This design comes from an exercise in tuning for small area on the open sky130 flow, not from production work.
The RTL was checked by simulation tests, not by an equivalence proof against the original design.
Power and IR drop assume default switching activity.

==> flow/design.v <==
module fpadd_top (
    input  wire        clk,
    input  wire [31:0] a,
    input  wire [31:0] b,
    output reg  [31:0] y
);
    reg  [31:0] a_q, b_q;
    wire        s_w;
    wire [7:0]  e_w;
    wire [22:0] f_w;
    fp_adder u_add (
        .sign1(a_q[31]), .sign2(b_q[31]),
        .exp1(a_q[30:23]), .exp2(b_q[30:23]),
        .frac1(a_q[22:0]), .frac2(b_q[22:0]),
        .sign_out(s_w), .exp_out(e_w), .frac_out(f_w)
    );
    always @(posedge clk) begin
        a_q <= a;
        b_q <= b;
        y   <= {s_w, e_w, f_w};
    end
endmodule

module fp_adder(
    input wire sign1,sign2,
    input wire[7:0] exp1,exp2,
    input wire [22:0] frac1,frac2,
    output wire sign_out,
    output wire [7:0] exp_out,
    output wire [22:0] frac_out
);
    wire [8:0] ed  = {1'b0,exp1} - {1'b0,exp2};
    wire       elt = ed[8];                  
    wire       eeq = ~|ed[7:0];
    wire [23:0] ca = {1'b0,frac1} + {1'b0,~frac2};  
    wire       fgt = ca[23];
    wire       gt  = eeq ? fgt : ~elt;       
    wire [7:0] eb  = elt ? exp2 : exp1;
    wire [7:0] d   = (ed[7:0] ^ {8{elt}}) + {7'd0,elt};  
    wire       hi  = |d[7:5];
    wire        sb = gt ? sign1 : sign2;
    wire [23:0] fb = gt ? {1'b1,frac1} : {1'b1,frac2};
    wire [23:0] fs = gt ? {1'b1,frac2} : {1'b1,frac1};
    wire [23:0] r0 = (d[4] | hi) ? {16'd0, fs[23:16]} : fs;
    wire [23:0] r1 = (d[3] | hi) ? {8'd0, r0[23:8]} : r0;
    wire [23:0] r2 = d[2] ? {4'd0, r1[23:4]} : r1;
    wire [23:0] r3 = d[1] ? {2'd0, r2[23:2]} : r2;
    wire [23:0] fa = d[0] ? {1'd0, r3[23:1]} : r3;
    wire        sub = sign1 ^ sign2;
    wire [24:0] sum = {1'b0,fb} + {sub,fa ^ {24{sub}}} + {24'd0,sub};
    wire [31:0] x = {sum, 7'h00};
    wire [15:0] v1; wire [15:0] c1;
    genvar i;
    for (i=0;i<16;i=i+1) begin: l1
        assign v1[i] = x[2*i+1] | x[2*i];
        assign c1[i] = ~x[2*i+1];
    end
    wire [7:0] v2; wire [15:0] c2;
    for (i=0;i<8;i=i+1) begin: l2
        assign v2[i] = v1[2*i+1] | v1[2*i];
        assign c2[2*i+1:2*i] = v1[2*i+1] ? {1'b0, c1[2*i+1]} : {1'b1, c1[2*i]};
    end
    wire [3:0] v3; wire [11:0] c3;
    for (i=0;i<4;i=i+1) begin: l3
        assign v3[i] = v2[2*i+1] | v2[2*i];
        assign c3[3*i+2:3*i] = v2[2*i+1] ? {1'b0, c2[4*i+3:4*i+2]} : {1'b1, c2[4*i+1:4*i]};
    end
    wire [1:0] v4; wire [7:0] c4;
    for (i=0;i<2;i=i+1) begin: l4
        assign v4[i] = v3[2*i+1] | v3[2*i];
        assign c4[4*i+3:4*i] = v3[2*i+1] ? {1'b0, c3[6*i+5:6*i+3]} : {1'b1, c3[6*i+2:6*i]};
    end
    wire [4:0] z = v4[1] ? {1'b0, c4[7:4]} : {1'b1, c4[3:0]};
    wire [24:0] n0 = z[4] ? {sum[8:0], 16'd0} : sum;
    wire [24:0] n1 = z[3] ? {n0[16:0], 8'd0} : n0;
    wire [24:0] n2 = z[2] ? {n1[20:0], 4'd0} : n1;
    wire [24:0] n3 = z[1] ? {n2[22:0], 2'd0} : n2;
    wire [24:0] n4 = z[0] ? {n3[23:0], 1'd0} : n3;
    wire zero = ~(v4[1] | v4[0]);               
    wire [9:0] re9 = {2'b0,eb} + 10'd1 - {5'b0,z};
    wire [7:0] re = re9[7:0];
    wire flush = zero | re9[9];                 
    assign sign_out = sb & ~zero;
    assign exp_out  = flush ? 8'd0 : re;
    assign frac_out = flush ? 23'd0 : n4[23:1];
endmodule
==> flow/config.mk <==
export PLATFORM = sky130hd
export DESIGN_NAME = fpadd_top
export DESIGN_NICKNAME = fpadd_top
export VERILOG_FILES = /design/flow/design.v
export SDC_FILE = /design/flow/constraint.sdc
export NUM_CORES = 4
export LEC_CHECK = 0
export CAP_MARGIN = 20
export CORE_MARGIN = 2
export CORE_UTILIZATION = 55
export CTS_BUF_LIST = sky130_fd_sc_hd__clkbuf_4 sky130_fd_sc_hd__clkbuf_8
export SETUP_SLACK_MARGIN = -0.4
export SLEW_MARGIN = 20
==> flow/constraint.sdc <==
create_clock -name core_clock -period 11.0 [get_ports {clk}]
set_input_delay 2.2000 -clock core_clock [delete_from_list [all_inputs] [get_ports {clk}]]
set_output_delay 2.2000 -clock core_clock [all_outputs]
set_load 0.01 [all_outputs]
standard.sh (not shown) runs the stock make flow with config.mk's settings and CLKGATE_MAP_FILE= SYNTH_SCRIPT=/design/flow/synth_recipe.tcl, a recipe that flattens the netlist after the stock synthesis.
==> flow/flow/run.sh <==
#!/bin/bash
# Own layout flow: the standard ORFS flow (standard.sh), with these changes:
#  - synthesis is ORFS's synth.tcl run through synth_recipe.tcl as usual (same passes, registers,
#    flattening and renaming), except that the combinational logic is mapped with the
#    area-oriented ABC script flow/area.abc, without the Kogge-Stone adder map and without
#    full-adder extraction;
#  - port buffers use sky130_fd_sc_hd__buf_1;
#  - flow/extra.mk adds make variables (one NAME=value per line), e.g. the CTS arguments;
#  - everything else (floorplan, tapcells, PDN, placement, CTS, routing) is the standard flow.
# All tool output goes to flow_make.log here and to ORFS's own logs under orfs/logs.
set -euo pipefail
W=$(pwd)
FLOWDIR=$W/flow
# synthesis script: ORFS synth.tcl with the abc call using our script
sed -e "s|log_cmd abc {\*}\$abc_args|log_cmd abc {*}[lreplace \$abc_args 1 1 $FLOWDIR/area.abc]|" \
  "$FLOW_HOME/scripts/synth.tcl" > "$W/own_synth_core.tcl"
grep -q "$FLOWDIR/area.abc" "$W/own_synth_core.tcl"
sed -e "s|source \$::env(SCRIPTS_DIR)/synth.tcl|source $W/own_synth_core.tcl|" \
  "$W/synth_recipe.tcl" > "$W/own_synth.tcl"
grep -q own_synth_core "$W/own_synth.tcl"
# further make variables, one NAME=value per line
EXTRA=()
if [[ -f "$FLOWDIR/extra.mk" ]]; then mapfile -t EXTRA < <(grep -v '^#' "$FLOWDIR/extra.mk" | grep .); fi
bash "$W/standard.sh" SYNTH_SCRIPT="$W/own_synth.tcl" ADDER_MAP_FILE= \
  SYNTH_OPERATIONS_ARGS="-noshare" BUFFER_PORTS_ARGS="-buffer_cell sky130_fd_sc_hd__buf_1" \
  "${EXTRA[@]}" finish > "$W/flow_make.log" 2>&1
==> flow/flow/area.abc <==
strash
ifraig
dch
amap
topo
stime -c
buffer -c
upsize -D 9000
dnsize -D 9000
==> flow/flow/extra.mk <==
CTS_ARGS=-sink_clustering_enable -repair_clock_nets -dont_use_dummy_load -buf_list {sky130_fd_sc_hd__clkbuf_4 sky130_fd_sc_hd__clkbuf_8}
The starting point completed without violations.
Change:
--- a/flow/design.v
+++ b/flow/design.v
@@ -31,13 +31,13 @@
 );
     wire [8:0] ed  = {1'b0,exp1} - {1'b0,exp2};
     wire       elt = ed[8];                  
     wire       eeq = ~|ed[7:0];
-    wire [23:0] ca = {1'b0,frac1} + {1'b0,~frac2};  
+    wire [23:0] ca = {1'b0,frac1} + {1'b0,~frac2};
     wire       fgt = ca[23];
     wire       gt  = eeq ? fgt : ~elt;       
     wire [7:0] eb  = elt ? exp2 : exp1;
-    wire [7:0] d   = (ed[7:0] ^ {8{elt}}) + {7'd0,elt};  
+    wire [7:0] d   = elt ? (exp2 - exp1) : ed[7:0];
     wire       hi  = |d[7:5];
     wire        sb = gt ? sign1 : sign2;
     wire [23:0] fb = gt ? {1'b1,frac1} : {1'b1,frac2};
     wire [23:0] fs = gt ? {1'b1,frac2} : {1'b1,frac1};
@@ -75,12 +75,12 @@
     wire [24:0] n1 = z[3] ? {n0[16:0], 8'd0} : n0;
     wire [24:0] n2 = z[2] ? {n1[20:0], 4'd0} : n1;
     wire [24:0] n3 = z[1] ? {n2[22:0], 2'd0} : n2;
     wire [24:0] n4 = z[0] ? {n3[23:0], 1'd0} : n3;
-    wire zero = ~(v4[1] | v4[0]);               
+    wire zero = ~(v4[1] | v4[0]);
     wire [9:0] re9 = {2'b0,eb} + 10'd1 - {5'b0,z};
     wire [7:0] re = re9[7:0];
-    wire flush = zero | re9[9];                 
+    wire flush = zero | re9[9];
     assign sign_out = sb & ~zero;
     assign exp_out  = flush ? 8'd0 : re;
     assign frac_out = flush ? 23'd0 : n4[23:1];
 endmodule
Effect: Die area goes up by 0.80%. Cell count climbs by 1.1%. Fmax came out higher by about 0.7%. Global-route usage increases by 1.0 points. Combinational power is higher by 6.3%. Utilization stays flat. Routed wire length rises by about 5%. Synthesized cell count rises by 1.5%. Setup slack improved by 0.071 ns. Register-to-register slack gets better by 0.07 ns.

afterwards: timing with drivers on the ports:
The results above use ideal ports. As a check the final layouts listed here were re-extracted and re-timed, cells and wires unchanged.
Step 1 assumes that a clkbuf_16 drives the clock port and a buf_2 every other input.
Step 2 moves the port delays by t, midway between the first and last clock arrival at a register: inputs arrive t later, outputs are due t later. That takes back most of the time a late clock gives input paths.
Three values: ideal, step 1, step 2; two values: the first two.
run	shift t [ns]	setup slack, ns	clock arrival spread, ns
the first run	0.406	0.515 / 0.515 / 0.515	0.026 / 0.026
the second run	0.417	0.586 / 0.586 / 0.586	0.021 / 0.020
After both steps setup and hold are still met in every run listed.
